This is an optimization exercise on Yosys and OpenROAD, whose aim is small area, not a production implementation.
The RTL was checked by simulation tests, not by an equivalence proof against the original design.
No driver is modelled on the clock port, so clock power and skew are understated where the tree is cut down; a real chip needs a root buffer or a tree.
Power and IR drop assume default switching activity.

### flow/flow/run.sh
#!/bin/bash
# The standard layout (standard.sh) with these changes:
#  - synthesis: no adder-cell extraction, and the final abc mapping uses an
#    area script, tried with several seeds, keeping the smallest netlist
#    (flow/my_synth.tcl, flow/area.abc); registers are untouched;
#  - every port still gets a buffer, of the smallest buffer cell (buf_1);
#  - clock tree of clkbuf_4 cells, without dummy loads.
# Each step writes its full output to its own log in this folder.
set -euo pipefail
here=$(pwd)
export MY_ABC_SCRIPT=$here/flow/area.abc
export MY_ABC_SEEDS="1 2 3 4 5 6"
args=(ADDER_MAP_FILE=
      SYNTH_SCRIPT=$here/flow/my_synth.tcl
      "BUFFER_PORTS_ARGS=-buffer_cell sky130_fd_sc_hd__buf_1"
      "CTS_ARGS=-sink_clustering_enable -repair_clock_nets -buf_list sky130_fd_sc_hd__clkbuf_4 -dont_use_dummy_load")
bash standard.sh "${args[@]}" synth > synth.log 2>&1
bash standard.sh "${args[@]}" finish > finish.log 2>&1
### flow/config.mk
export PLATFORM = sky130hd
export DESIGN_NAME = DP_project
export DESIGN_NICKNAME = DP_project
export VERILOG_FILES = /design/flow/design.v
export SDC_FILE = /design/flow/constraint.sdc
export NUM_CORES = 4
export LEC_CHECK = 0
export ABC_AREA = 1
export CAP_MARGIN = 20
export CORE_MARGIN = 2
export CORE_UTILIZATION = 40
export PLACE_DENSITY = 0.6
export SLEW_MARGIN = 20
### flow/flow/area.abc
strash
&get -n
&deepsyn -T 25 -S @SEED@
&put
strash
dch -f
amap
topo
### flow/design.v
module DP_project(
    input [1:0] mode,
    input start, cancel, door_close, fill_water, drain_water, in_clk,
    output door_lock, fill_valve, drain_valve, motor_bled,
    output [3:0] mode_led,
    output [2:0] status,
    output [4:0] ps_led,
    output [6:0] lcd_out,
    output [7:0] lcd_an
    );
    localparam IDLE = 3'd0, READY = 3'd1, WASH = 3'd2, RINSE = 3'd3, SPIN = 3'd4;
    reg [3:0] k;
    reg [1:0] s;
    reg       fp;        
    wire k0   = !k[0] && !k[2];
    wire k1   = !k[1] && !k[3];
    wire k8   = !k[0] && !k[3];
    wire k9   = !k[0] && !k[1] && k[2];
    wire tick = k8 && !s[0];
    always @(posedge in_clk) begin
        if (cancel) begin
            k <= 4'b0110;
            s <= 2'd3;
        end else begin
            k <= {k[2:0], k[0] ^ k[3] ^ (!k[1] && k[2])};
            if (k9)
                s <= s + 1'b1;
        end
    end
    reg [2:0]  ps;
    reg [1:0]  step;
    reg        x;
    reg [1:0]  ml;       
    reg [7:0]  r;        
    reg [4:0]  d;
    wire st_idle  = (ps == IDLE);
    wire st_ready = (ps == READY);
    wire st_wash  = (ps == WASH);
    wire st_rinse = (ps == RINSE);
    wire st_spin  = (ps == SPIN);
    wire st_wr    = st_wash || st_rinse;
    wire motor    = ((st_wr && (step[1] ^ step[0])) || st_spin) && x;
    wire e        = st_wash  ? !(step == 2'd0 && !x) :
                    st_rinse ? !(!x && (step[1] == step[0])) : x;
    reg [2:0] dend;
    always @(*) begin
        case (ps)
            WASH:    dend = ml[0] ? 3'b111 : 3'b000;
            RINSE:   dend = ml[1] ? 3'b100 : (ml[0] ? 3'b001 : 3'b010);
            default: dend = (ml == 2'd3) ? 3'b000 : (ml == 2'd2) ? 3'b110 : 3'b100;
        endcase
    end
    wire r0   = (r == 8'd0);
    wire done = r0 && (d[2:0] == dend);
    reg [4:0] dload;
    always @(*) begin
        case (mode)
            2'd0: dload = 5'd22;
            2'd1: dload = 5'd18;
            2'd2: dload = 5'd16;
            default: dload = 5'd4;
        endcase
    end
    wire [4:0] ddec = (d == 5'd16) ? 5'd9 : d - 1'b1;
    wire [1:0] dmode = {~d[1], d[2] ^ d[1]};
    always @(posedge in_clk) begin
        if (cancel) begin
            ps <= IDLE;
            step <= 2'b10;
            x <= 1'b0;
            ml <= 2'd0;
            r <= 8'd0;
            d <= 5'd0;
        end else if (tick) begin
            if (!motor || done)
                r <= 8'd0;
            else
                r <= {r[6:0], ~(r[7] ^ r[5] ^ r[0] ^ (r[4] & r[3]))};
            if (st_idle)
                d <= dload;
            else if (motor && r0)
                d <= ddec;
            case (ps)
                IDLE: begin
                    if (start && door_close) begin
                        ps <= READY;
                        step[0] <= 1'b0;
                    end else if (start) begin
                        step[0] <= 1'b1;
                    end else begin
                        x <= 1'b1;
                        step <= 2'b00;
                        ml <= mode;
                    end
                end
                READY: begin
                    x <= 1'b0;
                    step <= 2'b00;
                    ml <= dmode;
                    ps <= (dmode[1] == 1'b0) ? WASH : (dmode[0] ? SPIN : RINSE);
                end
                WASH, RINSE: begin
                    case (step)
                        2'd0: begin
                            x <= !fill_water;
                            step <= {1'b0, fill_water};
                        end
                        2'd1: begin
                            x <= 1'b1;
                            if (done) step <= 2'd2;
                        end
                        2'd2: begin
                            x <= drain_water;
                            if (drain_water) step <= 2'd3;
                        end
                        default: begin
                            if (!x)
                                step <= 2'd0;
                            else begin
                                x <= 1'b0;
                                ps <= st_wash ? RINSE : SPIN;
                            end
                        end
                    endcase
                end
                default: begin  
                    if (!done) begin
                        x <= 1'b1;
                    end else begin
                        x <= 1'b0;
                        step <= 2'b00;
                        ps <= IDLE;
                    end
                end
            endcase
        end
    end
    wire z  = (st_idle || st_ready) && step[1];
    wire rd = st_idle && step[0];
    assign door_lock   = !st_idle;
    assign motor_bled  = motor;
    assign fill_valve  = st_wr && ((step == 2'd0 && x) || (step == 2'd1 && !x));
    assign drain_valve = st_wr && ((step == 2'd2 && !x) || (step == 2'd3 && x));
    assign mode_led    = z ? 4'b0000 : (4'b0001 << ml);
    assign status      = !st_idle ? 3'b010 :
                         rd ? 3'b001 : e ? 3'b100 : z ? 3'b000 : 3'b010;
    reg [4:0] psl;
    always @(*) begin
        if (st_idle || st_ready)
            psl = z ? 5'b00000 : e ? 5'b00001 : 5'b10000;
        else if (st_wash)
            psl = e ? 5'b00100 : 5'b00010;
        else if (st_rinse)
            psl = e ? 5'b01000 : (ml == 2'd2 ? 5'b00010 : 5'b00100);
        else
            psl = e ? 5'b10000 : (ml == 2'd3 ? 5'b00010 : 5'b01000);
    end
    assign ps_led = psl;
    wire       ten  = d[4] && !d[3];
    wire [3:0] unit = {d[3] && !d[4], d[2:0] & {3{!(d[4] && d[3])}}};
    reg [3:0] ur;        
    reg       tb;        
    reg       tr;        
    wire s0 = (s == 2'd0);
    wire at00 = s0 && k0;
    wire at08 = tick && !s[1];
    wire at11 = (s == 2'd1) && k1;
    always @(posedge in_clk) begin
        if (cancel) begin
            ur <= 4'd0;
            tb <= 1'b0;
            tr <= 1'b0;
            fp <= 1'b1;
        end else begin
            if (at00)
                ur <= unit;
            if (at08)
                tb <= ten;
            if (at11) begin
                tr <= ten;
                fp <= 1'b0;
            end
        end
    end
    wire       blank = fp && ((s == 2'd3) || ((s == 2'd1) && k0));
    wire [3:0] dig = s0 ? ur : {3'b000, at11 ? tb : tr};
    wire [1:0] an = {s0 || (fp && s == 2'd3), !(s0 || (fp && s == 2'd3 && k[3]))};
    wire A = dig[3], B = dig[2], C = dig[1], D = dig[0];
    wire sa = A | C | (B & D) | (!B & !D);
    wire sb = !B | (!C & !D) | (C & D);
    wire sc = B | !C | D;
    wire sd = A | (!B & !D) | (!B & C) | (C & !D) | (B & !C & D);
    wire se = (!B & !D) | (C & !D);
    wire sf = A | (!C & !D) | (B & !C) | (B & !D);
    wire sg = A | (!B & C) | (B & !C) | (C & !D);
    wire [6:0] seg = ~{sg, sf, se, sd, sc, sb, sa};
    assign lcd_out = blank ? 7'b1111111 : seg;
    assign lcd_an  = {6'b111111, an};
endmodule
### flow/standard.sh
#!/bin/bash
# synth_recipe.tcl (not shown) runs the flow's synth.tcl, then flattens the netlist and writes it again
# the make line also repeats each setting of config.mk as NAME=value (left out here)
make -C /OpenROAD-flow-scripts/flow DESIGN_CONFIG=/design/flow/config.mk WORK_HOME=/design/flow/orfs CLKGATE_MAP_FILE= SYNTH_SCRIPT=/design/flow/synth_recipe.tcl "${@:-finish}"
### flow/constraint.sdc
create_clock -name core_clock -period 15.0 [get_ports {in_clk}]
set_input_delay 3.0000 -clock core_clock [delete_from_list [all_inputs] [get_ports {in_clk}]]
set_output_delay 3.0000 -clock core_clock [all_outputs]
set_load 0.01 [all_outputs]
### flow/flow/my_synth.tcl
# The standard flow's synthesis (synth_recipe.tcl) with one change: the final abc
# mapping runs an area-oriented script (flow/area.abc) several times with
# different random seeds for its &deepsyn step, and keeps the smallest
# result by liberty cell area.
proc synth {args} { yosys synth -nofsm -noshare {*}$args }
proc abc {args} {
  set i [lsearch -exact $args -script]
  set lib [lindex $args [expr {[lsearch -exact $args -liberty] + 1}]]
  set seeds $::env(MY_ABC_SEEDS)
  set tmpl [read [open $::env(MY_ABC_SCRIPT)]]
  yosys design -save preabc
  set best -1
  set bestseed [lindex $seeds 0]
  foreach seed $seeds {
    set f $::env(OBJECTS_DIR)/area_s$seed.abc
    set fh [open $f w]
    puts $fh [string map [list @SEED@ $seed] $tmpl]
    close $fh
    set a [lreplace $args [expr {$i+1}] [expr {$i+1}] $f]
    yosys design -load preabc
    yosys abc {*}$a
    yosys tee -q -o $::env(OBJECTS_DIR)/area_s$seed.txt stat -liberty $lib
    set fh [open $::env(OBJECTS_DIR)/area_s$seed.txt r]
    set txt [read $fh]
    close $fh
    regexp {Chip area for module[^:]*:\s*([0-9.]+)} $txt -> area
    puts "abc seed $seed: area $area"
    if {$best < 0 || $area < $best} {
      set best $area
      set bestseed $seed
      yosys design -save bestabc
    }
  }
  puts "abc: keeping seed $bestseed, area $best"
  yosys design -load bestabc
}
source $::env(SCRIPTS_DIR)/synth.tcl
# left out here: clear keep_hierarchy, flatten, clean up, hide names made inside functions, write 1_2_yosys.v
==> flow_summary.json, run 1 <==
{
  "relSlewSlack": 0.453,
  "cts_made_buffers": 5,
  "rsz0062_at_grt": "false",
  "cts_hold_buf": 0,
  "critPathMostFrequentCell": "nor2_1",
  "final_common_cell": "nor2_1",
  "coreArea_um2": 4380,
  "cts_resized": 0,
  "clk_latency_ns": 0.33,
  "start_kind": "flip-flop",
  "drc_errors": 0,
  "nNetsFinal": 309,
  "cap_viol_max_count": 0,
  "finalWeightedCongestion": 0.853,
  "worstMarginPinSlew_ns": 0.814,
  "die-area_um2": 5110,
  "grt_max_degree": 13,
  "grt_pass1_vias": 1755,
  "fmax_ghz": 0.191,
  "cts.sinks": 34,
  "start_util": 0.416,
  "io_buffer_count": 32,
  "skew_ns": 0.0189,
  "worstHoldStart": "k[2]$_SDFF_PP1_",
  "diodes": 0,
  "syn-cell-area_um2": 1820,
  "finalHoldViolCount": 0,
  "cts_root_buf": "clkbuf_4",
  "rr_worst_depth": 12,
  "htreeDepth": 2,
  "viasPerCell": 5.48,
  "final_util": 0.461,
  "hpwl_um": 3520,
  "syn2layout_area_growth_pct": 10.8,
  "p_per_area_nw_per_um2": 83.1,
  "ctsLongestPathBuffers": 2,
  "fin_setup_tns_ns": 0,
  "startpoint": "s[0]$_SDFFE_PP1P_",
  "die_height_um": 71.5,
  "r2r_setup_slack_ns": 12.18,
  "final-max-slew-violation-count": 0,
  "dr.pass1.iters": 4,
  "critPathArrivalTime_ns": 2.23,
  "synth_seq_cells": 34,
  "ir_drop_v": 0.0000341,
  "min_path_cells": 2,
  "drt-total-wl_um": 4590,
  "yosysUniqueCellTypes": 34,
  "syn_avg_cell_area_um2": 6.93,
  "crit_required_ns": 12.00,
  "postCtsSetupBuffers": 0,
  "min_path_type": "flip-flop to flip-flop",
  "rows": 24,
  "setup_violations": 0,
  "grt_pass1_wl_um": 7760,
  "vias": 1924,
  "max_stage_delay_ns": 0.51,
  "die_x_um": 71.5,
  "power_leakage_nw": 0.711,
  "cp_cell_sequence": "nor2_1, nor4_1, nand2_1, a41oi_1, clkinv_1, nor2_1, o21a_1, buf_1",
  "cp_slowest_cell": "nor4_1",
  "antenna_found_initial": 0,
  "drive_gt1_frac": 0.0167,
  "rr_endpoint": "ps[0]$_SDFFE_PP0P_",
  "avgRoutedWirePerCell_um": 13.1,
  "clk_pin_slew_ns": 0.10,
  "ant_nets": 0,
  "fin_crit_sh": 0.349,
  "hold_path_end": "k[3]$_SDFF_PP0_",
  "yosysWarnings": 1,
  "min_period_ns": 5.23,
  "drt_iter0_markers": 103,
  "setup.worst_path.end_class": "output port",
  "seq_area_frac_synth": 0.373,
  "criticalPathCategory": "flip-flop to output port",
  "io_pins": 39,
  "mostFrequentLayoutCells": "nor2_1, clkinv_1, dfxtp_1",
  "cts_tree": "built",
  "overflow": 0,
  "grt_usage": 0.188,
  "syn_inst": 263,
  "status": "timing/DRC/antenna clean",
  "r2r_start": "d[2]$_SDFFE_PP0P_",
  "worstPathMaxFanout": 6
}
==> worst max-delay path by stage <==
stage / to / slack [ns]
2_1_floorplan: lcd_out[0] / 10.07
3_3_place_gp: lcd_out[0] / 10.14
3_5_place_dp: lcd_out[0] / 10.09
4_1_cts: lcd_out[0] / 9.73
5_1_grt: lcd_out[0] / 9.56
6_report: lcd_out[0] / 9.77
==> area by class of cell <==
class	instances	area [µm²]
Fill cell	469	2360
Tap cell	52	65.1
Timing Repair Buffer	32	120
Clock buffer	5	37.5
Multi-Input combinational cell	186	958
Sequential cell	34	681
Inverter	42	158
==> metrics by stage <==
step | std cells | setup WS [ns] | area [µm²] | total power, mW | hold WS [ns]
final | 351 | 9.77 | 2020 | 0.168 | 0.448
after global routing | 351 | 9.56 | 2020 | 0.177 | 0.493
after CTS | 351 | 9.73 | 2020 | 0.170 | 0.453
after detailed placement | 346 | 10.09 | 1980 | 0.126 | 0.437
after global placement | 346 | 10.14 | 1980 | 0.126 | 0.439
after floorplan | 268 | 10.07 | 1840 | 0.118 | 0.415
==> state kept, by name, summed over array words and instances, names as in the netlist, 2 cells and up <==
name / flops
r: 8
d: 5
k: 4
ur: 4
ps: 3
ml: 2
s: 2
step: 2
==> cells by family (layout without fill, tap and decap cells) <==
kind of cell / Yosys count / count (layout) / synth area share
compound gates: 76 / 76 / 0.268
buf+inv: 48 / 79 / 0.111
flops: 34 / 34 / 0.373
other cells: 1 / 6 / 0.00206
simple gates: 104 / 104 / 0.246
==> report_power, final <==
part | switching (mW) | leakage (nW) | internal (mW)
combinational | 0.0194 | 0.412 | 0.00931
sequential | 0.00265 | 0.276 | 0.0930
clock | 0.0279 | 0.0230 | 0.0156
total | 0.0500 | 0.711 | 0.118
==> worst max-delay path: cells and delay by family, from the launching register on <==
family / cells / cell delay (ns)
compound gates: 2 / 0.40
flops: 1 / 0.38
buf+inv: 2 / 0.26
simple gates: 4 / 0.88
==> routing by layer <==
layer / wire [µm] / part of all wire / track usage / vias up
met4: 88 / 0.019 / 0.0734 / 0
met3: 231 / 0.050 / 0.0380 / 9
li1: - / - / - / 1001
met2: 2120 / 0.46 / 0.297 / 52
met5: 0 / 0 / 0 / -
met1: 2150 / 0.47 / 0.252 / 862
==> synthesized netlist by cell type <==
cell,n,area share
a2111oi_0,1,0.0048
a211oi_1,2,0.0082
a21oi_1,17,0.047
a221oi_1,1,0.0048
a22oi_1,1,0.0041
a311oi_1,2,0.0096
a31o_1,1,0.0048
a31oi_1,5,0.017
a41oi_1,1,0.0048
and2_0,1,0.0034
and3_1,3,0.010
buf_4,6,0.025
clkinv_1,42,0.086
conb_1,1,0.0021
dfxtp_1,34,0.37
nand2_1,22,0.045
nand3_1,2,0.0055
nand3b_1,1,0.0041
nand4_1,3,0.010
nor2_1,52,0.11
nor3_1,13,0.036
nor4_1,4,0.014
o211ai_1,1,0.0041
o21a_1,4,0.016
o21ai_0,15,0.041
o221a_1,1,0.0062
o221ai_1,2,0.0096
o22a_1,1,0.0048
o22ai_1,16,0.055
o311a_1,1,0.0055
o31a_1,1,0.0048
o32a_1,1,0.0055
o32ai_1,2,0.0096
or2_0,3,0.010
==> run 2, diff against run 1 <==
--- a/flow/design.v
+++ b/flow/design.v
@@ -9,5 +9,5 @@
     output [7:0] lcd_an
     );
-    localparam IDLE = 3'd0, READY = 3'd1, WASH = 3'd2, RINSE = 3'd3, SPIN = 3'd4;
+    localparam IDLE = 2'd0, SPIN = 2'd1, WASH = 2'd2, RINSE = 2'd3;
     reg [3:0] k;
     reg [1:0] s;
@@ -28,15 +28,15 @@
         end
     end
-    reg [2:0]  ps;
+    reg [1:0]  ps;
     reg [1:0]  step;
     reg        x;
     reg [1:0]  ml;       
-    reg [7:0]  r;        
+    reg [7:0]  rn;       
     reg [4:0]  d;
     wire st_idle  = (ps == IDLE);
-    wire st_ready = (ps == READY);
+    wire st_ready = (ps == SPIN) && step[0];
     wire st_wash  = (ps == WASH);
     wire st_rinse = (ps == RINSE);
-    wire st_spin  = (ps == SPIN);
+    wire st_spin  = (ps == SPIN) && !step[0];
     wire st_wr    = st_wash || st_rinse;
     wire motor    = ((st_wr && (step[1] ^ step[0])) || st_spin) && x;
@@ -51,4 +51,5 @@
         endcase
     end
+    wire [7:0] r = ~rn;
     wire r0   = (r == 8'd0);
     wire done = r0 && (d[2:0] == dend);
@@ -70,11 +71,11 @@
             x <= 1'b0;
             ml <= 2'd0;
-            r <= 8'd0;
+            rn <= 8'hff;
             d <= 5'd0;
         end else if (tick) begin
             if (!motor || done)
-                r <= 8'd0;
+                rn <= 8'hff;
             else
-                r <= {r[6:0], ~(r[7] ^ r[5] ^ r[0] ^ (r[4] & r[3]))};
+                rn <= ~{r[6:0], ~(r[7] ^ r[5] ^ r[0] ^ (r[4] & r[3]))};
             if (st_idle)
                 d <= dload;
@@ -84,6 +85,6 @@
                 IDLE: begin
                     if (start && door_close) begin
-                        ps <= READY;
-                        step[0] <= 1'b0;
+                        ps <= SPIN;
+                        step[0] <= 1'b1;
                     end else if (start) begin
                         step[0] <= 1'b1;
@@ -94,36 +95,11 @@
                     end
                 end
-                READY: begin
-                    x <= 1'b0;
-                    step <= 2'b00;
-                    ml <= dmode;
-                    ps <= (dmode[1] == 1'b0) ? WASH : (dmode[0] ? SPIN : RINSE);
-                end
-                WASH, RINSE: begin
-                    case (step)
-                        2'd0: begin
-                            x <= !fill_water;
-                            step <= {1'b0, fill_water};
-                        end
-                        2'd1: begin
-                            x <= 1'b1;
-                            if (done) step <= 2'd2;
-                        end
-                        2'd2: begin
-                            x <= drain_water;
-                            if (drain_water) step <= 2'd3;
-                        end
-                        default: begin
-                            if (!x)
-                                step <= 2'd0;
-                            else begin
-                                x <= 1'b0;
-                                ps <= st_wash ? RINSE : SPIN;
-                            end
-                        end
-                    endcase
-                end
-                default: begin  
-                    if (!done) begin
+                SPIN: begin
+                    if (step[0]) begin  
+                        x <= 1'b0;
+                        step <= 2'b00;
+                        ml <= dmode;
+                        ps <= (dmode[1] == 1'b0) ? WASH : (dmode[0] ? SPIN : RINSE);
+                    end else if (!done) begin
                         x <= 1'b1;
                     end else begin
@@ -132,4 +108,32 @@
                         ps <= IDLE;
                     end
+                end
+                default: begin  
+                    case (step)
+                        2'd0: begin
+                            x <= !fill_water;
+                            step <= {1'b0, fill_water};
+                        end
+                        2'd1: begin
+                            x <= 1'b1;
+                            if (done) step <= 2'd2;
+                        end
+                        2'd2: begin
+                            x <= drain_water;
+                            if (drain_water) step <= 2'd3;
+                        end
+                        default: begin
+                            if (!x)
+                                step <= 2'd0;
+                            else if (st_wash) begin
+                                x <= 1'b0;
+                                ps <= RINSE;
+                            end else begin
+                                x <= 1'b0;
+                                step <= 2'b00;
+                                ps <= SPIN;
+                            end
+                        end
+                    endcase
                 end
             endcase
--- a/flow/flow/run.sh
+++ b/flow/flow/run.sh
@@ -5,5 +5,6 @@
 #    (flow/my_synth.tcl, flow/area.abc); registers are untouched;
 #  - every port still gets a buffer, of the smallest buffer cell (buf_1);
-#  - clock tree of clkbuf_4 cells, without dummy loads.
+#  - clock tree of clkbuf_4 cells, without dummy loads;
+#  - the constant outputs share one tie cell (no tie fanout repair).
 # Each step writes its full output to its own log in this folder.
 set -euo pipefail
@@ -13,4 +14,5 @@
 args=(ADDER_MAP_FILE=
       SYNTH_SCRIPT=$here/flow/my_synth.tcl
+      SKIP_REPAIR_TIE_FANOUT=1
       "BUFFER_PORTS_ARGS=-buffer_cell sky130_fd_sc_hd__buf_1"
       "CTS_ARGS=-sink_clustering_enable -repair_clock_nets -buf_list sky130_fd_sc_hd__clkbuf_4 -dont_use_dummy_load")
==> flow_summary.json, run 2 <==
{
  "relSlewSlack": 0.587,
  "avgRoutedWirePerCell_um": 12.7,
  "ctsLongestPathBuffers": 2,
  "clk_pin_slew_ns": 0.09,
  "fin_crit_sh": 0.366,
  "final-max-slew-violation-count": 0,
  "hold_ws_ns": 0.448,
  "overflow": 0,
  "async_reset_ff_frac": 0,
  "design_area_um2": 1940,
  "synth_edf_count": 0,
  "crit_required_ns": 12.00,
  "fillers": 448,
  "min_path_type": "flip-flop to flip-flop",
  "cp_slowest_cell": "nor4_1",
  "io_pins": 39,
  "cts.sinks": 33,
  "cts_made_buffers": 5,
  "cts_tree": "built",
  "dpl-instance-area_um2": 1910,
  "place_inst": 322,
  "setup.worst_path.end_class": "output port",
  "synth_area_leader_cell": "dfxtp_1",
  "largest_reg_flops": 8,
  "hpwl_um": 3160,
  "reg_top3": "rn (8), d (5)",
  "yosys.cell_count.top_type": "nor2_1",
  "nNetsFinal": 285,
  "htreeDepth": 2,
  "grt_max_degree": 14,
  "ys.flop_type": "dfxtp_1",
  "syn-cell-area_um2": 1770,
  "vias": 1766,
  "p_per_area_nw_per_um2": 85.3,
  "grt_pass1_wl_um": 7250,
  "status": "timing/DRC/antenna clean",
  "coreArea_um2": 4290,
  "rows": 24,
  "ir_drop_v": 0.0000483,
  "syn_inst": 244,
  "final_common_cell": "nor2_1",
  "synthTopCellsByArea": "dfxtp_1, nor2_1, clkinv_1",
  "fin_setup_tns_ns": 0,
  "crit_family": "compound AO/OA/AOI/OAI gates",
  "die_height_um": 70.4,
  "die-area_um2": 4960,
  "finalWeightedCongestion": 0.867,
  "drive_gt1_frac": 0.0182,
  "worstMarginPinSlew_ns": 0.613,
  "diodes": 0,
  "cts_root_buf": "clkbuf_4",
  "start_util": 0.411,
  "syn_avg_cell_area_um2": 7.24,
  "cp_num_buf_inv": 1,
  "synth_top_cell_area_share": 0.374,
  "final_util": 0.453,
  "grt_pass1_vias": 1607,
  "rsz0062_at_grt": "false",
  "cap_viol_max_count": 0,
  "mostFrequentLayoutCells": "nor2_1, clkinv_1, dfxtp_1",
  "cts_hold_buf": 0,
  "fin_cells": 327,
  "skew_ns": 0.0133,
  "drt_iter0_markers": 65,
  "yosys-top-cells-count": "nor2_1, clkinv_1, dfxtp_1, o21ai_0, nand2_1",
  "power_leakage_nw": 0.644,
  "seq_area_frac_synth": 0.374,
  "max_stage_delay_ns": 0.51,
  "grt_usage": 0.180,
  "syn2layout_area_growth_pct": 10.1,
  "criticalPathCategory": "flip-flop to output port",
  "cp_cell_sequence": "nor2_1, nor4_1, nor2b_1, a2111oi_0, a31oi_1, o21a_1, o21a_1, buf_1",
  "ant_nets": 0,
  "drc_errors": 0,
  "drt-total-wl_um": 4140,
  "fmax_ghz": 0.182,
  "min_period_ns": 5.50,
  "dr.pass1.iters": 4,
  "worstPathMaxFanout": 9,
  "regMostFlops": "rn",
  "start_kind": "flip-flop",
  "yosysUniqueCellTypes": 31,
  "setup_violations": 0,
  "synth_seq_cells": 33,
  "postCtsSetupBuffers": 0,
  "viasPerCell": 5.40,
  "io_buffer_count": 32,
  "antenna_found_initial": 0,
  "finalHoldViolCount": 0,
  "cts_resized": 0,
  "clk_latency_ns": 0.33,
  "critPathArrivalTime_ns": 2.50,
  "die_x_um": 70.4,
  "critPathMostFrequentCell": "o21a_1",
  "yosysWarnings": 1
}
[run 2: changes by cell type after synthesis, sizes merged, moves of 4 or more]
cell and delta:
o31ai +5, o21ai +7, clkinv -4, nor2 -13, a21oi -5, o22ai -7
nor3 -5, o22a +7
[run 2: kinds of logic (layout without fill, tap and decap cells)]
logic type | Yosys count | count (layout) | synth area share
AND/OR/NAND/NOR | 84 | 84 | 0.208
AO/OA/AOI/OAI | 82 | 82 | 0.309
buffers and inverters | 44 | 75 | 0.106
flip-flops | 33 | 33 | 0.374
other | 1 | 1 | 0.00212
[run 2: worst min-delay path, stage by stage, from the launching register on]
cell and delay, ns:
dfxtp_1 0.32, clkinv_1 0.06, nor2_1 0.04
[run 2: worst paths after layout]
check	startpoint	end	slack [ns]	cells past startpoint
worst max register to register	ps[1]$_SDFFE_PP0P_	ps[0]$_SDFFE_PP0P_	12.15	12
worst min register to register	k[2]$_SDFF_PP1_	k[3]$_SDFF_PP0_	0.45	2
worst min-delay path	k[2]$_SDFF_PP1_	k[3]$_SDFF_PP0_	0.45	2
worst max-delay path	s[1]$_SDFFE_PP1P_	lcd_out[0]	9.50	8
[run 2: power by group]
group	internal (mW)	switching, mW
clock	0.0157	0.0272
sequential	0.0905	0.00294
combinational	0.00997	0.0194
total	0.116	0.0496
[run 2: cell type report]
class	count	area (µm²)	share of cell area
well taps	52	65.1	0.0335
flip-flops and latches	33	661	0.340
clock buffers	5	37.5	0.0193
multi-input cells	167	917	0.472
inverters	38	143	0.0734
repair buffers	32	120	0.0618
[run 2: per-stage QoR]
stage	total power [mW]	setup slack (ns)
after CTS	0.167	9.51
after floorplan	0.117	10.10
after global placement	0.125	9.96
final	0.166	9.50
after detailed placement	0.125	9.90
after global routing	0.176	9.14
[run 2: per-layer routing]
layer | global-route usage | up-vias | routed length, µm
li1 | - | 925 | -
met1 | 0.253 | 788 | 2060
met2 | 0.269 | 47 | 1810
met3 | 0.0462 | 6 | 214
met4 | 0.0513 | 0 | 52
met5 | 0 | - | 0
==> run 3, diff against run 2 <==
--- a/flow/flow/run.sh
+++ b/flow/flow/run.sh
@@ -5,6 +5,5 @@
 #    (flow/my_synth.tcl, flow/area.abc); registers are untouched;
 #  - every port still gets a buffer, of the smallest buffer cell (buf_1);
-#  - clock tree of clkbuf_4 cells, without dummy loads;
-#  - the constant outputs share one tie cell (no tie fanout repair).
+#  - clock tree of clkbuf_4 cells, without dummy loads.
 # Each step writes its full output to its own log in this folder.
 set -euo pipefail
@@ -14,5 +13,4 @@
 args=(ADDER_MAP_FILE=
       SYNTH_SCRIPT=$here/flow/my_synth.tcl
-      SKIP_REPAIR_TIE_FANOUT=1
       "BUFFER_PORTS_ARGS=-buffer_cell sky130_fd_sc_hd__buf_1"
       "CTS_ARGS=-sink_clustering_enable -repair_clock_nets -buf_list sky130_fd_sc_hd__clkbuf_4 -dont_use_dummy_load")
==> flow_summary.json, run 3 <==
{
  "grt_pass1_wl_um": 7130,
  "hold_path_end": "k[3]$_SDFF_PP0_",
  "cts_resized": 0,
  "cap_viol_max_count": 0,
  "die_x_um": 70.4,
  "setup.worst_path.end_class": "output port",
  "cts_tree": "built",
  "max_stage_delay_ns": 0.54,
  "yosysWarnings": 1,
  "antenna_found_initial": 0,
  "clk_latency_ns": 0.33,
  "criticalPathCategory": "flip-flop to output port",
  "finalHoldViolCount": 0,
  "fin_cells": 332,
  "min_path_type": "flip-flop to flip-flop",
  "mostFrequentLayoutCells": "nor2_1, clkinv_1, dfxtp_1",
  "yosysUniqueCellTypes": 31,
  "regMostFlops": "rn",
  "worstPathMaxFanout": 9,
  "diodes": 0,
  "rr_endpoint": "d[4]$_SDFFE_PP0P_",
  "synth_top_cell_area_share": 0.374,
  "syn_avg_cell_area_um2": 7.24,
  "grt_usage": 0.174,
  "ant_nets": 0,
  "fin_setup_tns_ns": 0,
  "reg_top3": "rn (8), d (5)",
  "min_path_cells": 2,
  "drc_errors": 0,
  "ys.flop_type": "dfxtp_1",
  "r2r_start": "ps[0]$_SDFFE_PP0P_",
  "cp_cell_sequence": "nor2_1, nor4_1, nor2b_1, a2111oi_0, a31oi_1, o21a_1, o21a_1, buf_1",
  "overflow": 0,
  "final-max-slew-violation-count": 0,
  "fin_ws_ns": 9.46,
  "synth_seq_cells": 33,
  "switching_share": 0.298,
  "synthTopCellsByArea": "dfxtp_1, nor2_1, clkinv_1",
  "syn2layout_area_growth_pct": 11.1,
  "grt_pass1_vias": 1571,
  "die-area_um2": 4960,
  "viasPerCell": 5.27,
  "dr.pass1.iters": 4,
  "cp_slowest_cell": "nor4_1",
  "ir_drop_v": 0.0000405,
  "clkPwrFrac": 0.257,
  "regArea_um2": 661,
  "largest_reg_flops": 8,
  "critPathMostFrequentCell": "o21a_1",
  "rows": 24,
  "final_util": 0.457,
  "start_util": 0.411,
  "seqPwrFrac": 0.565,
  "multi_input_area_um2": 936,
  "skew_ns": 0.0108,
  "io_pins": 39,
  "coreArea_um2": 4290,
  "nNetsFinal": 290,
  "crit_required_ns": 12.00,
  "final_common_cell": "nor2_1",
  "status": "timing/DRC/antenna clean",
  "rr_worst_depth": 13,
  "die_height_um": 70.4,
  "cts.sinks": 33,
  "setup_violations": 0,
  "yosys-top-cells-count": "nor2_1, clkinv_1, dfxtp_1, o21ai_0, nand2_1",
  "min_period_ns": 5.54,
  "worstHoldStart": "k[2]$_SDFF_PP1_",
  "drive_gt1_frac": 0.0179,
  "cts_made_buffers": 5,
  "drt-total-wl_um": 4080,
  "cts_hold_buf": 0,
  "place_inst": 327,
  "synth_edf_count": 0,
  "async_reset_ff_frac": 0,
  "power_leakage_nw": 0.660,
  "io_buffer_count": 32,
  "fillers": 474,
  "avgRoutedWirePerCell_um": 12.3,
  "power_mw": 0.165,
  "r2r_setup_slack_ns": 12.14,
  "syn-cell-area_um2": 1770,
  "grt_max_degree": 14,
  "fin_crit_sh": 0.369,
  "seq_area_frac_synth": 0.374,
  "finalWeightedCongestion": 0.792,
  "p_per_area_nw_per_um2": 84.3,
  "ctsLongestPathBuffers": 2,
  "relSlewSlack": 0.605,
  "clk_pin_slew_ns": 0.09,
  "postCtsSetupBuffers": 0,
  "start_kind": "flip-flop",
  "power.internal_mw": 0.116,
  "htreeDepth": 2,
  "comb_power_share": 0.177,
  "drt_iter0_markers": 54,
  "vias": 1749,
  "rsz0062_at_grt": "false",
  "syn_inst": 244,
  "hpwl_um": 3150,
  "synth_area_leader_cell": "dfxtp_1",
  "dp_slack_ns": 9.85,
  "cts_root_buf": "clkbuf_4",
  "fmax_ghz": 0.181,
  "switchingPower_mw": 0.0492,
  "worstMarginPinSlew_ns": 0.578,
  "yosys.cell_count.top_type": "nor2_1",
  "critPathArrivalTime_ns": 2.54
}
[run 3: cell types whose count changed in the layout (fill, tap and decap cells not counted), sizes merged]
cell	previous run	this run
conb	1	6
[run 3: how the worst max path moves through the flow]
stage	startpoint	endpoint
after floorplan	s[1]$_SDFFE_PP1P_	lcd_out[0]
after global placement	s[1]$_SDFFE_PP1P_	lcd_out[0]
after detailed placement	s[1]$_SDFFE_PP1P_	lcd_out[0]
after CTS	s[1]$_SDFFE_PP1P_	lcd_out[0]
after global routing	s[1]$_SDFFE_PP1P_	lcd_out[0]
final	s[1]$_SDFFE_PP1P_	lcd_out[0]
[run 3: logic make-up after synthesis]
family / count (synthesis) / share of synthesized area
AO/OA/AOI/OAI: 82 / 0.309
buffers and inverters: 44 / 0.106
other: 1 / 0.00212
flip-flops: 33 / 0.374
AND/OR/NAND/NOR: 84 / 0.208
[run 3: critical path: cells and delay by family, from the launching register on]
kind	cells	cell delay, ns
DFF	1	0.41
and+or+nand+nor	3	0.83
AOI/OAI and AO/OA	4	0.86
buffers and inverters	1	0.12
[run 3: final cells by class]
cell class,count,share of cell area
clock buffers,5,0.0191
inverters,38,0.0727
multi-input cells,172,0.477
flip-flops and latches,33,0.337
well taps,52,0.0332
repair buffers,32,0.0612
[run 3: per-layer routing]
| layer | vias to the layer above | share of wire | routed length (µm) | global-route usage |
|---|---|---|---|---|
| li1 | 930 | - | - | - |
| met3 | 6 | 0.044 | 178 | 0.0390 |
| met2 | 40 | 0.44 | 1800 | 0.276 |
| met5 | - | 0 | 0 | 0 |
| met4 | 0 | 0.012 | 48 | 0.0449 |
| met1 | 773 | 0.50 | 2060 | 0.239 |
[run 3: power groups by stage]
stage                     combinational, mW  sequential, mW  clock, mW
final                                0.0293          0.0935     0.0425
after global routing                 0.0330          0.0940     0.0479
after CTS                            0.0295          0.0934     0.0447
after detailed placement             0.0293          0.0955          0
after global placement               0.0294          0.0955          0
after floorplan                      0.0219          0.0947          0
[run 3: metrics by stage]
stage | area (µm²) | hold slack, ns
after floorplan | 1780 | 0.410
after global placement | 1920 | 0.440
after detailed placement | 1920 | 0.427
after CTS | 1960 | 0.443
after global routing | 1960 | 0.486
final | 1960 | 0.440
==> run 4, diff against run 3 <==
--- a/flow/design.v
+++ b/flow/design.v
@@ -40,7 +40,7 @@
     wire st_spin  = (ps == SPIN) && !step[0];
     wire st_wr    = st_wash || st_rinse;
-    wire motor    = ((st_wr && (step[1] ^ step[0])) || st_spin) && x;
-    wire e        = st_wash  ? !(step == 2'd0 && !x) :
-                    st_rinse ? !(!x && (step[1] == step[0])) : x;
+    wire motor    = ((st_wr && step[0]) || st_spin) && x;
+    wire e        = st_wash  ? !(step == 2'b00 && !x) :
+                    st_rinse ? !(!x && !step[0]) : x;
     reg [2:0] dend;
     always @(*) begin
@@ -115,15 +115,15 @@
                             step <= {1'b0, fill_water};
                         end
-                        2'd1: begin
+                        2'b01: begin
                             x <= 1'b1;
-                            if (done) step <= 2'd2;
-                        end
-                        2'd2: begin
+                            if (done) step <= 2'b11;
+                        end
+                        2'b11: begin
                             x <= drain_water;
-                            if (drain_water) step <= 2'd3;
+                            if (drain_water) step <= 2'b10;
                         end
                         default: begin
                             if (!x)
-                                step <= 2'd0;
+                                step <= 2'b00;
                             else if (st_wash) begin
                                 x <= 1'b0;
@@ -144,6 +144,6 @@
     assign door_lock   = !st_idle;
     assign motor_bled  = motor;
-    assign fill_valve  = st_wr && ((step == 2'd0 && x) || (step == 2'd1 && !x));
-    assign drain_valve = st_wr && ((step == 2'd2 && !x) || (step == 2'd3 && x));
+    assign fill_valve  = st_wr && !step[1] && (step[0] ^ x);
+    assign drain_valve = st_wr && step[1] && (step[0] ^ x);
     assign mode_led    = z ? 4'b0000 : (4'b0001 << ml);
     assign status      = !st_idle ? 3'b010 :
@@ -156,5 +156,5 @@
             psl = e ? 5'b00100 : 5'b00010;
         else if (st_rinse)
-            psl = e ? 5'b01000 : (ml == 2'd2 ? 5'b00010 : 5'b00100);
+            psl = e ? 5'b01000 : (ml[1] ? 5'b00010 : 5'b00100);   
         else
             psl = e ? 5'b10000 : (ml == 2'd3 ? 5'b00010 : 5'b01000);
==> flow/flow/run.sh (replaced) <==
#!/bin/bash
# The standard layout (standard.sh) with these changes:
#  - synthesis: no adder-cell extraction, and the final abc mapping uses an
#    area script, tried with several seeds, keeping the smallest netlist
#    (flow/my_synth.tcl, flow/area.abc); registers are untouched;
#  - every port still gets a buffer, of the smallest buffer cell (buf_1);
#  - clock tree of clkbuf_4 cells, without dummy loads;
#  - the constant outputs share one tie cell (no tie fanout repair).
# Each step writes its full output to its own log in this folder.
set -euo pipefail
here=$(pwd)
export MY_ABC_SCRIPT=$here/flow/area.abc
export MY_ABC_SEEDS="3"
args=(ADDER_MAP_FILE=
      SYNTH_SCRIPT=$here/flow/my_synth.tcl
      SKIP_REPAIR_TIE_FANOUT=1
      "BUFFER_PORTS_ARGS=-buffer_cell sky130_fd_sc_hd__buf_1"
      "CTS_ARGS=-sink_clustering_enable -repair_clock_nets -buf_list sky130_fd_sc_hd__clkbuf_4 -dont_use_dummy_load -sink_clustering_size 16 -sink_clustering_max_diameter 1000 -sink_clustering_levels 1")
bash standard.sh "${args[@]}" synth > synth.log 2>&1
bash standard.sh "${args[@]}" finish > finish.log 2>&1
==> flow_summary.json, run 4 <==
{
  "cts_tree": "built",
  "dp_slack_ns": 9.99,
  "drc_errors": 0,
  "synth_top_cell_area_share": 0.380,
  "syn2layout_area_growth_pct": 10.1,
  "min_path_type": "flip-flop to flip-flop",
  "drt-total-wl_um": 4140,
  "synth-xor-area-share": 0,
  "yosys.cell_count.top_type": "nor2_1",
  "htreeDepth": 2,
  "skew_ns": 0.0175,
  "io_pins": 39,
  "io_buffer_count": 32,
  "grt_pass1_wl_um": 7160,
  "ir_drop_v": 0.0000371,
  "reg_top3": "rn (8), d (5)",
  "synth_area_leader_cell": "dfxtp_1",
  "ant_nets": 0,
  "cts.sinks": 33,
  "status": "timing/DRC/antenna clean",
  "synth_compound_area_frac": 0.301,
  "syn-cell-area_um2": 1740,
  "nNetsFinal": 284,
  "regMostFlops": "rn",
  "seq_area_frac_synth": 0.380,
  "die_height_um": 70.0,
  "synth_top_family_by_area": "compound AO/OA/AOI/OAI gates",
  "switching_share": 0.327,
  "setup_violations": 0,
  "cp_slowest_cell": "nor4_1",
  "die-area_um2": 4890,
  "async_reset_ff_frac": 0,
  "fillers": 443,
  "syn_inst": 243,
  "cts_made_buffers": 5,
  "synth_fa_ha_area_frac": 0,
  "diodes": 0,
  "fin_crit_sh": 0.354,
  "finalWeightedCongestion": 0.920,
  "fin_setup_tns_ns": 0,
  "cp_cell_sequence": "clkinv_1, nor4_1, nand2b_1, a31oi_1, nor2_1, clkinv_1, o21ai_0, o21ai_0, buf_1",
  "grt_usage": 0.179,
  "comb_power_share": 0.224,
  "yosys-top-cells-count": "nor2_1, clkinv_1, dfxtp_1, nand2_1, o21ai_0",
  "synthMuxAreaShare": 0,
  "synthTopCellsByArea": "dfxtp_1, nor2_1, clkinv_1",
  "yosysWarnings": 1,
  "cap_viol_max_count": 0,
  "cp_num_buf_inv": 3,
  "worstPathMaxFanout": 5,
  "crit_family": "simple AND/OR/NAND/NOR gates",
  "max_stage_delay_ns": 0.52,
  "fmax_ghz": 0.188,
  "yosysUniqueCellTypes": 32,
  "ys.flop_type": "dfxtp_1",
  "rows": 23,
  "finalHoldViolCount": 0,
  "seqPwrFrac": 0.539,
  "clk_latency_ns": 0.33,
  "grt_pass1_vias": 1612,
  "antenna_found_initial": 0,
  "clkPwrFrac": 0.237,
  "rsz0062_at_grt": "false",
  "postCtsSetupBuffers": 0,
  "relSlewSlack": 0.591,
  "dr.pass1.iters": 4,
  "die_x_um": 70.0,
  "min_period_ns": 5.31,
  "cts_root_buf": "clkbuf_4",
  "ctsLongestPathBuffers": 2,
  "drive_gt1_frac": 0.0182,
  "hpwl_um": 3100,
  "drt_iter0_markers": 134,
  "overflow": 0,
  "fin_ws_ns": 9.69,
  "setup.worst_path.end_class": "output port",
  "grt_max_degree": 15,
  "power.internal_mw": 0.120,
  "coreArea_um2": 4090,
  "critPathArrivalTime_ns": 2.31,
  "mostFrequentLayoutCells": "nor2_1, clkinv_1, dfxtp_1",
  "syn_avg_cell_area_um2": 7.16,
  "start_kind": "flip-flop",
  "final_common_cell": "nor2_1",
  "power_leakage_nw": 0.658,
  "design_area_um2": 1920,
  "cts_hold_buf": 0,
  "synth_seq_cells": 33,
  "dpl-instance-area_um2": 1880,
  "synth-simple-area-share": 0.218,
  "largest_reg_flops": 8,
  "avgRoutedWirePerCell_um": 12.8,
  "synth_edf_count": 0,
  "start_util": 0.426,
  "p_per_area_nw_per_um2": 92.7,
  "crit_required_ns": 12.00,
  "cts_resized": 0,
  "viasPerCell": 5.43,
  "worstMarginPinSlew_ns": 0.613,
  "vias": 1759,
  "switchingPower_mw": 0.0581,
  "criticalPathCategory": "flip-flop to output port",
  "clk_pin_slew_ns": 0.10,
  "final-max-slew-violation-count": 0
}
[run 4: routing by layer]
| layer | part of all wire | track usage | vias up | wire [µm] |
|---|---|---|---|---|
| li1 | - | - | 926 | - |
| met1 | 0.47 | 0.232 | 770 | 1950 |
| met2 | 0.45 | 0.285 | 58 | 1880 |
| met3 | 0.066 | 0.0361 | 5 | 271 |
| met4 | 0.0080 | 0.0833 | 0 | 33 |
| met5 | 0 | 0 | - | 0 |
[run 4: worst min-delay path, cell delays in order (launching register included)]
cell,delay [ns]
dfxtp_1,0.33
clkinv_1,0.06
nor2_1,0.04
[run 4: path summary, 6_finish.rpt]
kind / cells past startpoint / endpoint / slack [ns] / start
worst max-delay path: 9 / lcd_out[3] / 9.69 / s[0]$_SDFFE_PP1P_
worst min register to register: 2 / k[3]$_SDFF_PP0_ / 0.45 / k[2]$_SDFF_PP1_
worst max register to register: 12 / d[1]$_SDFFE_PP0P_ / 12.10 / ps[0]$_SDFFE_PP0P_
worst min-delay path: 2 / k[3]$_SDFF_PP0_ / 0.45 / k[2]$_SDFF_PP1_
[run 4: power by group through the flow]
stage	Combinational [mW]	Clock, mW	Sequential [mW]
finish	0.0397	0.0422	0.0957
global placement	0.0398	0	0.0977
global route	0.0458	0.0492	0.0966
CTS	0.0398	0.0457	0.0956
floorplan	0.0295	0	0.0964
detailed placement	0.0397	0	0.0975
[run 4: kinds of logic (layout without fill, tap and decap cells)]
logic type,after synthesis,in the layout
AND/OR/NAND/NOR,88,88
other,1,1
flip-flops,33,33
AO/OA/AOI/OAI,81,81
buffers and inverters,40,71
[run 4: area by class of cell]
| class | count | area [µm²] | share of cell area |
|---|---|---|---|
| inverter | 34 | 128 | 0.0666 |
| timing repair buffer | 32 | 120 | 0.0627 |
| multi-input combinational | 170 | 907 | 0.474 |
| clock buffer | 5 | 37.5 | 0.0196 |
| sequential | 33 | 661 | 0.345 |
| tap | 50 | 62.6 | 0.0327 |
[run 4: through the flow]
stage	util	instances	hold slack, ns	power, mW
floorplan	-	243	0.415	0.126
global placement	0.460	319	0.444	0.138
detailed placement	0.460	319	0.443	0.137
CTS	0.469	324	0.458	0.181
global route	0.469	324	0.475	0.192
finish	0.469	324	0.454	0.178
==> run 5, diff against run 4 <==
--- a/flow/flow/run.sh
+++ b/flow/flow/run.sh
@@ -16,5 +16,5 @@
       SKIP_REPAIR_TIE_FANOUT=1
       "BUFFER_PORTS_ARGS=-buffer_cell sky130_fd_sc_hd__buf_1"
-      "CTS_ARGS=-sink_clustering_enable -repair_clock_nets -buf_list sky130_fd_sc_hd__clkbuf_4 -dont_use_dummy_load -sink_clustering_size 16 -sink_clustering_max_diameter 1000 -sink_clustering_levels 1")
+      "CTS_ARGS=-repair_clock_nets -buf_list sky130_fd_sc_hd__clkbuf_4 -dont_use_dummy_load")
 bash standard.sh "${args[@]}" synth > synth.log 2>&1
 bash standard.sh "${args[@]}" finish > finish.log 2>&1
==> flow_summary.json, run 5 <==
{
  "postCtsSetupBuffers": 0,
  "fmax_ghz": 0.188,
  "ys.flop_type": "dfxtp_1",
  "die_x_um": 70.0,
  "ant_nets": 0,
  "grt_max_degree": 15,
  "synth_top_cell_area_share": 0.380,
  "setup_violations": 0,
  "cts.sinks": 33,
  "power_mw": 0.178,
  "fin_cells": 324,
  "mostFrequentLayoutCells": "nor2_1, clkinv_1, dfxtp_1",
  "dp_slack_ns": 9.99,
  "viasPerCell": 5.43,
  "fin_ws_ns": 9.69,
  "htreeDepth": 2,
  "reg_top3": "rn (8), d (5)",
  "final_common_cell": "nor2_1",
  "drt_iter0_markers": 134,
  "cap_viol_max_count": 0,
  "crit_required_ns": 12.00,
  "synth_edf_count": 0,
  "ctsLongestPathBuffers": 2,
  "clk_latency_ns": 0.33,
  "fin_crit_sh": 0.354,
  "design_area_um2": 1920,
  "cp_cell_sequence": "clkinv_1, nor4_1, nand2b_1, a31oi_1, nor2_1, clkinv_1, o21ai_0, o21ai_0, buf_1",
  "cp_slowest_cell": "nor4_1",
  "fillers": 443,
  "status": "timing/DRC/antenna clean",
  "io_buffer_count": 32,
  "grt_usage": 0.179,
  "syn_inst": 243,
  "syn2layout_area_growth_pct": 10.1,
  "synth_area_leader_cell": "dfxtp_1",
  "skew_ns": 0.0175,
  "io_pins": 39,
  "place_inst": 319,
  "antenna_found_initial": 0,
  "crit_family": "simple AND/OR/NAND/NOR gates",
  "setup.worst_path.end_class": "output port",
  "yosysUniqueCellTypes": 32,
  "drive_gt1_frac": 0.0182,
  "yosys-top-cells-count": "nor2_1, clkinv_1, dfxtp_1, nand2_1, o21ai_0",
  "worstPathMaxFanout": 5,
  "hold_ws_ns": 0.454,
  "regMostFlops": "rn",
  "vias": 1759,
  "worstMarginPinSlew_ns": 0.613,
  "critPathArrivalTime_ns": 2.31,
  "fin_setup_tns_ns": 0,
  "nNetsFinal": 284,
  "cts_hold_buf": 0,
  "dr.pass1.iters": 4,
  "syn-cell-area_um2": 1740,
  "comb_power_share": 0.224,
  "cts_made_buffers": 5,
  "clkPwrFrac": 0.237,
  "ir_drop_v": 0.0000371,
  "start_util": 0.426,
  "largest_reg_flops": 8,
  "clk_pin_slew_ns": 0.10,
  "cts_tree": "built",
  "relSlewSlack": 0.591,
  "yosysWarnings": 1,
  "diodes": 0,
  "cp_num_buf_inv": 3,
  "drt-total-wl_um": 4140,
  "dpl-instance-area_um2": 1880,
  "cts_resized": 0,
  "rsz0062_at_grt": "false",
  "die-area_um2": 4890,
  "finalWeightedCongestion": 0.920,
  "final-max-slew-violation-count": 0,
  "synthTopCellsByArea": "dfxtp_1, nor2_1, clkinv_1",
  "multi_input_area_um2": 907,
  "drc_errors": 0,
  "coreArea_um2": 4090,
  "min_period_ns": 5.31,
  "syn_avg_cell_area_um2": 7.16,
  "seqPwrFrac": 0.539,
  "avgRoutedWirePerCell_um": 12.8,
  "p_per_area_nw_per_um2": 92.7,
  "die_height_um": 70.0,
  "cts_root_buf": "clkbuf_4",
  "finalHoldViolCount": 0,
  "regArea_um2": 661,
  "min_path_type": "flip-flop to flip-flop",
  "rows": 23,
  "hpwl_um": 3100,
  "seq_area_frac_synth": 0.380,
  "async_reset_ff_frac": 0,
  "criticalPathCategory": "flip-flop to output port",
  "overflow": 0,
  "synth_seq_cells": 33,
  "grt_pass1_vias": 1612,
  "start_kind": "flip-flop",
  "power_leakage_nw": 0.658,
  "final_util": 0.469,
  "power.internal_mw": 0.120,
  "yosys.cell_count.top_type": "nor2_1",
  "max_stage_delay_ns": 0.52,
  "switching_share": 0.327,
  "grt_pass1_wl_um": 7160,
  "switchingPower_mw": 0.0581
}
-- run 5: cell counts in the layout (fill, tap and decap cells not counted) --
No cell type changed its count.
-- run 5: final timing paths --
path	slack [ns]	from	end	depth (start not counted)
worst min-delay path	0.45	k[2]$_SDFF_PP1_	k[3]$_SDFF_PP0_	2
worst min register to register	0.45	k[2]$_SDFF_PP1_	k[3]$_SDFF_PP0_	2
worst max register to register	12.10	ps[0]$_SDFFE_PP0P_	d[1]$_SDFFE_PP0P_	12
worst max-delay path	9.69	s[0]$_SDFFE_PP1P_	lcd_out[3]	9
-- run 5: logic make-up (layout without fill, tap and decap cells) --
logic type             Yosys count  after routing  share of synthesized area
and+or+nand+nor                 88             88                      0.218
AOI/OAI and AO/OA               81             81                      0.301
buffers and inverters           40             71                     0.0992
DFF                             33             33                      0.380
other                            1              1                    0.00215
-- run 5: cell type report --
| type | count | area share |
|---|---|---|
| clock buffer | 5 | 0.0196 |
| inverter | 34 | 0.0666 |
| multi-input combinational | 170 | 0.474 |
| tap | 50 | 0.0327 |
| timing repair buffer | 32 | 0.0627 |
| sequential | 33 | 0.345 |
-- run 5: power by group through the flow --
stage | Clock [mW] | Sequential, mW | Combinational, mW
2_1_floorplan | 0 | 0.0964 | 0.0295
3_3_place_gp | 0 | 0.0977 | 0.0398
3_5_place_dp | 0 | 0.0975 | 0.0397
4_1_cts | 0.0457 | 0.0956 | 0.0398
5_1_grt | 0.0492 | 0.0966 | 0.0458
6_report | 0.0422 | 0.0957 | 0.0397
-- run 5: tightest hold or removal path: stages, from the launching register on --
cell and delay (ns):
dfxtp_1 0.33, clkinv_1 0.06, nor2_1 0.04
-- run 5: metal layers --
layer / global-route usage / vias up / share of wire
met5: 0 / - / 0
met4: 0.0833 / 0 / 0.0080
met3: 0.0361 / 5 / 0.066
met2: 0.285 / 58 / 0.45
met1: 0.232 / 770 / 0.47
li1: - / 926 / -
==> run 6, diff against run 5 <==
--- a/flow/flow/run.sh
+++ b/flow/flow/run.sh
@@ -11,10 +11,10 @@
 here=$(pwd)
 export MY_ABC_SCRIPT=$here/flow/area.abc
-export MY_ABC_SEEDS="3"
+export MY_ABC_SEEDS="1 2 3 4 5 6"
 args=(ADDER_MAP_FILE=
       SYNTH_SCRIPT=$here/flow/my_synth.tcl
       SKIP_REPAIR_TIE_FANOUT=1
       "BUFFER_PORTS_ARGS=-buffer_cell sky130_fd_sc_hd__buf_1"
-      "CTS_ARGS=-repair_clock_nets -buf_list sky130_fd_sc_hd__clkbuf_4 -dont_use_dummy_load")
+      "CTS_ARGS=-sink_clustering_enable -repair_clock_nets -buf_list sky130_fd_sc_hd__clkbuf_4 -dont_use_dummy_load")
 bash standard.sh "${args[@]}" synth > synth.log 2>&1
 bash standard.sh "${args[@]}" finish > finish.log 2>&1
==> flow_summary.json, run 6 <==
{
  "drt-total-wl_um": 4010,
  "synth_seq_cells": 33,
  "min_period_ns": 5.32,
  "yosys-top-cells-count": "nor2_1, clkinv_1, dfxtp_1, a21oi_1, nand2_1",
  "worstHoldStart": "k[2]$_SDFF_PP1_",
  "relSlewSlack": 0.465,
  "nNetsFinal": 283,
  "synth_area_leader_cell": "dfxtp_1",
  "io_pins": 39,
  "rows": 23,
  "hold_path_end": "k[3]$_SDFF_PP0_",
  "crit_family": "simple AND/OR/NAND/NOR gates",
  "avgRoutedWirePerCell_um": 12.4,
  "min_path_type": "flip-flop to flip-flop",
  "cts_root_buf": "clkbuf_4",
  "r2r_setup_slack_ns": 11.66,
  "grt_pass1_vias": 1548,
  "largest_reg_flops": 8,
  "cap_viol_max_count": 0,
  "fin_setup_tns_ns": 0,
  "fin_crit_sh": 0.355,
  "dr_wl_met2_um": 1800,
  "postCtsSetupBuffers": 0,
  "met1_length_um": 1970,
  "drc_errors": 0,
  "syn-cell-area_um2": 1720,
  "overflow": 0,
  "viasPerCell": 5.36,
  "htreeDepth": 2,
  "skew_ns": 0.0158,
  "cts_resized": 0,
  "cts_made_buffers": 5,
  "design_area_um2": 1900,
  "finalHoldViolCount": 0,
  "ctsLongestPathBuffers": 2,
  "grt_max_degree": 19,
  "dr.pass1.iters": 4,
  "critPathMostFrequentCell": "clkinv_1",
  "rr_worst_depth": 13,
  "final-max-slew-violation-count": 0,
  "rsz0062_at_grt": "false",
  "synthTopCellsByArea": "dfxtp_1, nor2_1, clkinv_1",
  "crit_required_ns": 12.00,
  "synth_top_cell_area_share": 0.385,
  "cts_tree": "built",
  "reg_top3": "rn (8), d (5)",
  "mostFrequentLayoutCells": "nor2_1, clkinv_1, dfxtp_1",
  "cts_hold_buf": 0,
  "drive_gt1_frac": 0.0220,
  "vias": 1731,
  "coreArea_um2": 4060,
  "ys.flop_type": "dfxtp_1",
  "r2r_start": "ps[0]$_SDFFE_PP0P_",
  "start_util": 0.423,
  "async_reset_ff_frac": 0,
  "cp_slowest_cell": "nor4_1",
  "ant_nets": 0,
  "yosysWarnings": 1,
  "syn_inst": 241,
  "ir_drop_v": 0.0000597,
  "criticalPathCategory": "flip-flop to output port",
  "syn2layout_area_growth_pct": 10.6,
  "diodes": 0,
  "fmax_ghz": 0.188,
  "cts.sinks": 33,
  "grt_usage": 0.171,
  "regMostFlops": "rn",
  "min_path_cells": 2,
  "die_height_um": 69.5,
  "worstPathMaxFanout": 6,
  "dr_wl_met3_um": 212,
  "rr_endpoint": "d[2]$_SDFFE_PP0P_",
  "dr.max_layer_used": "met4",
  "cp_cell_sequence": "clkinv_1, nor4_1, nand2_1, a41oi_1, clkinv_1, nor2_1, o21a_1, buf_1",
  "setup.worst_path.end_class": "output port",
  "io_buffer_count": 32,
  "seq_area_frac_synth": 0.385,
  "setup_violations": 0,
  "die-area_um2": 4830,
  "clk_pin_slew_ns": 0.08,
  "die_x_um": 69.5,
  "cp_num_buf_inv": 3,
  "dpl-instance-area_um2": 1860,
  "final_common_cell": "nor2_1",
  "finalWeightedCongestion": 0.929,
  "max_stage_delay_ns": 0.52,
  "syn_avg_cell_area_um2": 7.12,
  "hpwl_um": 3100,
  "synth_edf_count": 0,
  "start_kind": "flip-flop",
  "grt_pass1_wl_um": 6820,
  "power_leakage_nw": 0.656,
  "clk_latency_ns": 0.33,
  "worstMarginPinSlew_ns": 0.803,
  "critPathArrivalTime_ns": 2.32,
  "p_per_area_nw_per_um2": 91.2,
  "cp.depth": 8,
  "fillers": 439,
  "yosysUniqueCellTypes": 31,
  "antenna_found_initial": 0,
  "yosys.cell_count.top_type": "nor2_1",
  "drt_iter0_markers": 125,
  "status": "timing/DRC/antenna clean"
}
[run 6: cell types whose count changed after synthesis, moves of 5 or more]
| cell | previous run | this run |
|---|---|---|
| a31oi_1 | 7 | 2 |
| nor2_1 | 39 | 44 |
| nor3_1 | 10 | 18 |
| o21ai_0 | 22 | 11 |
[run 6: how the worst max path moves through the flow]
stage | startpoint | to
after floorplan | s[0]$_SDFFE_PP1P_ | lcd_out[0]
after global placement | s[0]$_SDFFE_PP1P_ | lcd_out[0]
after detailed placement | s[0]$_SDFFE_PP1P_ | lcd_out[0]
after CTS | s[0]$_SDFFE_PP1P_ | lcd_out[0]
after global routing | s[0]$_SDFFE_PP1P_ | lcd_out[0]
final | s[0]$_SDFFE_PP1P_ | lcd_out[0]
[run 6: cell families after synthesis]
kind of cell / Yosys count / synth area share
AOI/OAI and AO/OA: 68 / 0.260
buffers and inverters: 39 / 0.0985
DFF: 33 / 0.385
other: 1 / 0.00219
and+or+nand+nor: 100 / 0.255
[run 6: per-stage QoR]
stage	cells	total power, mW	util	setup WS, ns	hold WS [ns]
floorplan	241	0.123	-	10.08	0.415
global placement	318	0.134	0.459	10.13	0.429
detailed placement	318	0.134	0.459	10.04	0.437
CTS	323	0.175	0.468	9.67	0.450
global route	323	0.184	0.468	9.28	0.480
finish	323	0.173	0.468	9.68	0.447
[run 6: worst min-delay path, delay by kind of cell, from the launching register on]
kind / cells / cell delay [ns]
simple gates: 1 / 0.04
flops: 1 / 0.32
buf+inv: 1 / 0.05
[run 6: cell type report]
| class | count | area [µm²] | share of cell area |
|---|---|---|---|
| multi-input combinational | 169 | 886 | 0.467 |
| timing repair buffer | 33 | 128 | 0.0672 |
| tap | 50 | 62.6 | 0.0330 |
| clock buffer | 5 | 37.5 | 0.0198 |
| inverter | 33 | 124 | 0.0653 |
| sequential | 33 | 661 | 0.348 |
[run 6: per-layer routing]
layer	vias to the layer above	global-route usage
li1	924	-
met1	774	0.230
met2	31	0.264
met3	2	0.0552
met4	0	0.0479
met5	-	0
[run 6: power breakdown]
| group | internal (mW) | switching (mW) |
|---|---|---|
| Clock | 0.0156 | 0.0255 |
| Combinational | 0.0123 | 0.0245 |
| Sequential | 0.0912 | 0.00395 |
| Total | 0.119 | 0.0540 |
==> run 7, diff against run 6 <==
--- a/flow/flow/run.sh
+++ b/flow/flow/run.sh
@@ -11,8 +11,9 @@
 here=$(pwd)
 export MY_ABC_SCRIPT=$here/flow/area.abc
-export MY_ABC_SEEDS="1 2 3 4 5 6"
+export MY_ABC_SEEDS="3"
 args=(ADDER_MAP_FILE=
       SYNTH_SCRIPT=$here/flow/my_synth.tcl
       SKIP_REPAIR_TIE_FANOUT=1
+      POST_CTS_TCL=$here/flow/post_cts.tcl
       "BUFFER_PORTS_ARGS=-buffer_cell sky130_fd_sc_hd__buf_1"
       "CTS_ARGS=-sink_clustering_enable -repair_clock_nets -buf_list sky130_fd_sc_hd__clkbuf_4 -dont_use_dummy_load")
==> flow/flow/post_cts.tcl (new file) <==
set block [ord::get_db_block]
set port_net [[$block findBTerm in_clk] getNet]
set loads [$port_net getITerms]
if { [llength $loads] == 1 } {
  set root [[lindex $loads 0] getInst]
  set root_out ""
  foreach it [$root getITerms] {
    if { [$it isOutputSignal] } { set root_out [$it getNet] }
  }
  if { $root_out ne "" } {
    set sinks [$root_out getITerms]
    set ok 1
    set bufs {}
    foreach it $sinks {
      if { [$it isOutputSignal] } { continue }
      set inst [$it getInst]
      if { ![string match "sky130_fd_sc_hd__clkbuf_*" [[$inst getMaster] getName]] } { set ok 0 }
      lappend bufs $it
    }
    if { $ok && [llength $bufs] > 0 && [llength $bufs] <= 4 && [llength [$root_out getBTerms]] == 0 } {
      foreach it $bufs {
        $it disconnect
        $it connect $port_net
      }
      [lindex $loads 0] disconnect
      odb::dbInst_destroy $root
      odb::dbNet_destroy $root_out
      puts "post_cts: removed root clock buffer, clock port drives [llength $bufs] clock buffers"
    } else {
      puts "post_cts: clock tree left as built"
    }
  }
}
==> flow_summary.json, run 7 <==
{
  "start_util": 0.409,
  "grt_max_degree": 14,
  "switchingPower_mw": 0.0519,
  "grt_busiest_layer": "met2",
  "ant_nets": 0,
  "use_met3": 0.0433,
  "avgRoutedWirePerCell_um": 12.6,
  "reg_top3": "rn (8), d (5)",
  "r2r_setup_slack_ns": 12.24,
  "setup.worst_path.end_class": "output port",
  "worstPathMaxFanout": 7,
  "grt_pass1_vias": 1549,
  "synth_seq_cells": 33,
  "switching_share": 0.309,
  "die_height_um": 70.2,
  "final-max-slew-violation-count": 0,
  "regArea_um2": 661,
  "die_x_um": 70.2,
  "cts.sinks": 33,
  "ir_drop_v": 0.0000309,
  "relSlewSlack": 0.412,
  "fmax_ghz": 0.193,
  "synth_area_leader_cell": "dfxtp_1",
  "io_pins": 39,
  "worstMarginPinSlew_ns": 0.875,
  "yosys.cell_count.top_type": "nor2_1",
  "synth_edf_count": 0,
  "fin_crit_sh": 0.346,
  "async_reset_ff_frac": 0,
  "syn_avg_cell_area_um2": 7.11,
  "yosysWarnings": 1,
  "power.internal_mw": 0.116,
  "synth_top_cell_area_share": 0.376,
  "grt_pass1_wl_um": 6930,
  "seqPwrFrac": 0.563,
  "status": "timing/DRC/antenna clean",
  "criticalPathCategory": "flip-flop to output port",
  "drc_errors": 0,
  "vias": 1757,
  "dr.pass1.iters": 4,
  "p_per_area_nw_per_um2": 87.2,
  "finalWeightedCongestion": 0.867,
  "final_common_cell": "nor2_1",
  "syn-cell-area_um2": 1760,
  "critPathArrivalTime_ns": 2.19,
  "nNetsFinal": 287,
  "syn2layout_area_growth_pct": 9.69,
  "comb_power_share": 0.231,
  "ys.flop_type": "dfxtp_1",
  "rows": 24,
  "rsz0062_at_grt": "false",
  "drt_iter0_markers": 101,
  "overflow": 0,
  "synthTopCellsByArea": "dfxtp_1, nor2_1, o21ai_0",
  "fillers": 462,
  "drt-total-wl_um": 4150,
  "skew_ns": 0.0227,
  "finalHoldViolCount": 0,
  "die-area_um2": 4930,
  "largest_reg_flops": 8,
  "mostFrequentLayoutCells": "nor2_1, clkinv_1, dfxtp_1",
  "clkPwrFrac": 0.205,
  "power_leakage_nw": 0.651,
  "fin_cells": 329,
  "min_period_ns": 5.19,
  "multi_input_area_um2": 918,
  "coreArea_um2": 4290,
  "met2_usage": 0.270,
  "crit_required_ns": 12.00,
  "seq_area_frac_synth": 0.376,
  "io_buffer_count": 32,
  "hpwl_um": 3160,
  "clk_pin_slew_ns": 0.10,
  "viasPerCell": 5.34,
  "start_kind": "flip-flop",
  "syn_inst": 247,
  "place_inst": 325,
  "use_met1": 0.230,
  "drive_gt1_frac": 0.0144,
  "cap_viol_max_count": 0,
  "yosysUniqueCellTypes": 34,
  "grt_usage": 0.171,
  "min_path_type": "flip-flop to flip-flop",
  "diodes": 0,
  "clk_latency_ns": 0.16,
  "fin_setup_tns_ns": 0,
  "setup_violations": 0,
  "regMostFlops": "rn",
  "antenna_found_initial": 0,
  "yosys-top-cells-count": "nor2_1, clkinv_1, dfxtp_1, o21ai_0, nand2_1",
  "hold_ws_ns": 0.455
}
## run 7: cell types whose count changed in the layout (fill, tap and decap cells not counted), sizes merged, moves of 3 or more
cell / previous run / this run
a21oi: 21 / 14
a31oi: 2 / 7
nand3: 4 / 8
a221oi: 4 / 1
o21ai: 11 / 28
nand2: 21 / 17
nor3: 18 / 8
## run 7: cells by family (layout without fill, tap and decap cells)
| kind of cell | count (synthesis) | after routing | share of synthesized area |
|---|---|---|---|
| simple gates | 88 | 88 | 0.217 |
| buf+inv | 41 | 71 | 0.100 |
| compound gates | 84 | 84 | 0.304 |
| flops | 33 | 33 | 0.376 |
| other cells | 1 | 1 | 0.00214 |
## run 7: path summary, 6_finish.rpt
check | startpoint | endpoint | cells after the start
worst max-delay path | s[1]$_SDFFE_PP1P_ | lcd_out[3] | 8
worst min-delay path | k[2]$_SDFF_PP1_ | k[3]$_SDFF_PP0_ | 2
worst max register to register | ps[1]$_SDFFE_PP0P_ | d[1]$_SDFFE_PP0P_ | 11
worst min register to register | k[2]$_SDFF_PP1_ | k[3]$_SDFF_PP0_ | 2
## run 7: routing by layer
metal  share of wire  up-vias
li1                -      929
met1            0.48      765
met2            0.44       57
met3           0.066        6
met4           0.013        0
met5               0        -
## run 7: critical path, cell delays in order, from the launching register on
cell	delay, ns
dfxtp_1	0.35
nor2_1	0.33
clkinv_1	0.21
o31ai_1	0.34
o21ai_0	0.16
o21ai_0	0.22
o21bai_1	0.11
o21ai_0	0.14
buf_1	0.17
## run 7: power by group through the flow
stage	logic, mW	clock network, mW	registers (mW)
after global placement	0.0387	0	0.0967
after floorplan	0.0290	0	0.0955
after global routing	0.0442	0.0394	0.0953
final	0.0389	0.0345	0.0946
after detailed placement	0.0387	0	0.0967
## run 7: metrics by stage
step | util | power [mW] | setup slack, ns | area, µm²
2_1_floorplan | - | 0.125 | 10.06 | 1760
3_3_place_gp | 0.441 | 0.135 | 10.07 | 1900
5_1_grt | 0.448 | 0.179 | 9.44 | 1930
3_5_place_dp | 0.441 | 0.135 | 10.03 | 1900
6_report | 0.448 | 0.168 | 9.81 | 1930
## run 7: final cells by class
type                    instances  share of cell area
multi-input cells             173               0.477
flip-flops and latches         33               0.343
inverters                      35              0.0682
repair buffers                 32              0.0624
well taps                      52              0.0338
clock buffers                   4              0.0156

port drivers added, routing unchanged:
No port has a modelled driver above. Below, the same layouts with a new extraction and two added sets of constraints.
Step 1 assumes that a clkbuf_16 drives the clock port and a buf_2 every other input.
Step 2 also shifts input and output timing later by t, the mid clock arrival at the registers, as if the neighbouring blocks saw the same clock.
Slacks: ideal ports / drivers / drivers and shift; pairs: ideal ports / drivers.
run | t, ns | slack for setup (ns) | worst setup path after step 2 | clock arrival spread, ns | slew at the worst register clock pin (ns)
run 1 | 0.352 | 9.770 / 9.742 / 10.093 | register to output | 0.019 / 0.019 | 0.10 / 0.10
run 2 | 0.345 | 9.504 / 9.481 / 9.826 | register to output | 0.013 / 0.014 | 0.10 / 0.10
run 3 | 0.346 | 9.460 / 9.436 / 9.782 | register to output | 0.010 / 0.011 | 0.10 / 0.10
run 4 | 0.343 | 9.694 / 9.669 / 9.991 | input to register | 0.018 / 0.018 | 0.10 / 0.10
run 5 | 0.343 | 9.694 / 9.669 / 9.991 | input to register | 0.018 / 0.018 | 0.10 / 0.10
run 6 | 0.345 | 9.679 / 9.653 / 9.998 | register to output | 0.016 / 0.016 | 0.10 / 0.10
run 7 | 0.195 | 9.812 / 9.768 / 9.962 | register to output | 0.022 / 0.023 | 0.10 / 0.10
After both steps setup and hold are still met in every run listed.
